Background: an optimization exercise with open tools, aiming at small area and a short achievable clock period. Do not read the settings as production practice. Only simulation tests tie the RTL to the original design; equivalence was not proved. No activity file was given, so power comes from the tool's default toggle rates.

// piped_wallace_mult
module piped_wallace_mult(
    input wire clock, reset,
    input wire [15:0] x, y,
    output reg [31:0] prod
);
    reg [40:0] r1;
    reg [114:0] r2;
    reg [62:0] r3;
    reg v1, v2, v3;
    wire p1 = ((r1[0] & r1[16])) ^ r1[18];
    wire p2 = ((r1[1] & r1[16]) | (r1[0] & r1[17])) ^ r1[18];
    wire p3 = ((r1[2] & r1[16]) | (r1[1] & r1[17])) ^ r1[18];
    wire p4 = ((r1[3] & r1[16]) | (r1[2] & r1[17])) ^ r1[18];
    wire p5 = ((r1[4] & r1[16]) | (r1[3] & r1[17])) ^ r1[18];
    wire p6 = ((r1[5] & r1[16]) | (r1[4] & r1[17])) ^ r1[18];
    wire p7 = ((r1[6] & r1[16]) | (r1[5] & r1[17])) ^ r1[18];
    wire p8 = ((r1[7] & r1[16]) | (r1[6] & r1[17])) ^ r1[18];
    wire p9 = ((r1[8] & r1[16]) | (r1[7] & r1[17])) ^ r1[18];
    wire p10 = ((r1[9] & r1[16]) | (r1[8] & r1[17])) ^ r1[18];
    wire p11 = ((r1[10] & r1[16]) | (r1[9] & r1[17])) ^ r1[18];
    wire p12 = ((r1[11] & r1[16]) | (r1[10] & r1[17])) ^ r1[18];
    wire p13 = ((r1[12] & r1[16]) | (r1[11] & r1[17])) ^ r1[18];
    wire p14 = ((r1[13] & r1[16]) | (r1[12] & r1[17])) ^ r1[18];
    wire p15 = ((r1[14] & r1[16]) | (r1[13] & r1[17])) ^ r1[18];
    wire p16 = ((r1[15] & r1[16]) | (r1[14] & r1[17])) ^ r1[18];
    wire p17 = ((r1[15] & r1[17])) ^ r1[18];
    wire p18 = ~r1[18];
    wire p19 = ((r1[0] & r1[19])) ^ r1[21];
    wire p20 = ((r1[1] & r1[19]) | (r1[0] & r1[20])) ^ r1[21];
    wire p21 = ((r1[2] & r1[19]) | (r1[1] & r1[20])) ^ r1[21];
    wire p22 = ((r1[3] & r1[19]) | (r1[2] & r1[20])) ^ r1[21];
    wire p23 = ((r1[4] & r1[19]) | (r1[3] & r1[20])) ^ r1[21];
    wire p24 = ((r1[5] & r1[19]) | (r1[4] & r1[20])) ^ r1[21];
    wire p25 = ((r1[6] & r1[19]) | (r1[5] & r1[20])) ^ r1[21];
    wire p26 = ((r1[7] & r1[19]) | (r1[6] & r1[20])) ^ r1[21];
    wire p27 = ((r1[8] & r1[19]) | (r1[7] & r1[20])) ^ r1[21];
    wire p28 = ((r1[9] & r1[19]) | (r1[8] & r1[20])) ^ r1[21];
    wire p29 = ((r1[10] & r1[19]) | (r1[9] & r1[20])) ^ r1[21];
    wire p30 = ((r1[11] & r1[19]) | (r1[10] & r1[20])) ^ r1[21];
    wire p31 = ((r1[12] & r1[19]) | (r1[11] & r1[20])) ^ r1[21];
    wire p32 = ((r1[13] & r1[19]) | (r1[12] & r1[20])) ^ r1[21];
  ...
Size: roughly 1000 cells after synthesis, roughly 250 flip-flops, roughly 66 I/O pins.
clock: 2.8 ns
lec_check: 0
abc_clock_period_in_ps: 1500
cap_margin: 20
core_margin: 2
core_utilization: 65
setup_slack_margin: 1.0
slew_margin: 20
run.sh (not shown) runs the stock make flow with config.mk's settings and CLKGATE_MAP_FILE= SYNTH_SCRIPT=/design/flow/synth_recipe.tcl, a recipe that flattens the netlist after the stock synthesis.
The first run ran to the end with no violations.
Next try:
--- a/flow/config.mk
+++ b/flow/config.mk
@@ -10,3 +10,3 @@
 export CORE_MARGIN = 2
-export CORE_UTILIZATION = 65
+export CORE_UTILIZATION = 40
 export SETUP_SLACK_MARGIN = 1.0
Outcome:
- The changed run finished with timing, DRC and antenna clean
- via count goes down by about 8%
- combinational power goes down by about 11%
- final area hardly moves
- area after synthesis is unchanged
- register-to-register slack improves by 0.05 ns
- first-iteration DRC count goes down by 29%
- total power goes down by about 6%
- maximum frequency goes up by 2.5%
- worst hold slack barely changes

========
piped_wallace_mult, a different RTL version from the one above (not shown whole).
Size: about 1100 cells after synthesis, about 250 flip-flops.
clock: 2.8 ns
lec_check: 0
cap_margin: 20
core_margin: 2
core_utilization: 58
setup_slack_margin: 0.95
slew_margin: 20
synth_hierarchical: 1
synth_minimum_keep_size: 0
buffer_ports_args: -buffer_cell sky130_fd_sc_hd__buf_1
standard.sh (not shown) runs the stock make flow with config.mk's settings and CLKGATE_MAP_FILE= SYNTH_SCRIPT=/design/flow/synth_recipe.tcl, a recipe that flattens the netlist after the stock synthesis.
==> flow/flow/run.sh <==
#!/bin/bash
# The standard layout (standard.sh, unchanged synthesis), except that the
# port buffers are plain buffers instead of delay cells. Tool output: standard.log
# here and ORFS's own logs under orfs/logs.
set -e
echo 'export BUFFER_PORTS_ARGS = -buffer_cell sky130_fd_sc_hd__buf_1' >> "$FLOW_CONFIG"
bash standard.sh > standard.log 2>&1
==> next run, changes <==
==> flow/flow/run.sh (replaced) <==
#!/bin/bash
set -e
cp standard.sh standard.sh.orig.txt
cat "$FLOW_CONFIG" > config.orig.txt
echo 'export BUFFER_PORTS_ARGS = -buffer_cell sky130_fd_sc_hd__buf_2' >> "$FLOW_CONFIG"
bash standard.sh > standard.log 2>&1
--- a/flow/config.mk
+++ b/flow/config.mk
@@ -8,8 +8,8 @@
 export CAP_MARGIN = 20
 export CORE_MARGIN = 2
-export CORE_UTILIZATION = 58
+export CORE_UTILIZATION = 40
 export SETUP_SLACK_MARGIN = 0.95
 export SLEW_MARGIN = 20
 export SYNTH_HIERARCHICAL = 1
 export SYNTH_MINIMUM_KEEP_SIZE = 0
-export BUFFER_PORTS_ARGS = -buffer_cell sky130_fd_sc_hd__buf_1
+export BUFFER_PORTS_ARGS = -buffer_cell sky130_fd_sc_hd__buf_2
Outcome: The new run ran to the end with no violations; cell count went up by a little under a tenth; worst hold slack is better by 0.069 ns; synthesized area is unchanged; combinational power climbs slightly; sequential power falls slightly; cell area increases slightly; non-clock buffer count rose by 1; power went down slightly.

[re-timing with driven ports]
The results above use ideal ports. As a check the final layouts listed here were re-extracted and re-timed, cells and wires unchanged. Step 1 assumes that a clkbuf_16 drives the clock port and a buf_2 every other input. Step 2 also shifts input and output timing later by t, the mid clock arrival at the registers, as if the neighbouring blocks saw the same clock. Three values: no drivers, after step 1, after step 2; two values: the first two.
| run | shift t [ns] | setup slack, ns | cell pins on the clock port's net |
|---|---|---|---|
| the first run of note 1 | 0.570 | 0.676 / 0.676 / 0.676 | 1 |
| the second run of note 1 | 0.564 | 0.727 / 0.727 / 0.727 | 1 |
| the first run of note 2 | 0.573 | 0.956 / 0.956 / 0.468 | 1 |
| the second run of note 2 | 0.556 | 0.990 / 0.990 / 0.582 | 1 |
After both steps setup and hold are still met in every run listed. The setup slack of the first run of note 2, which loses most, moves by 0.000 ns with the drivers and by -0.488 ns with both steps.
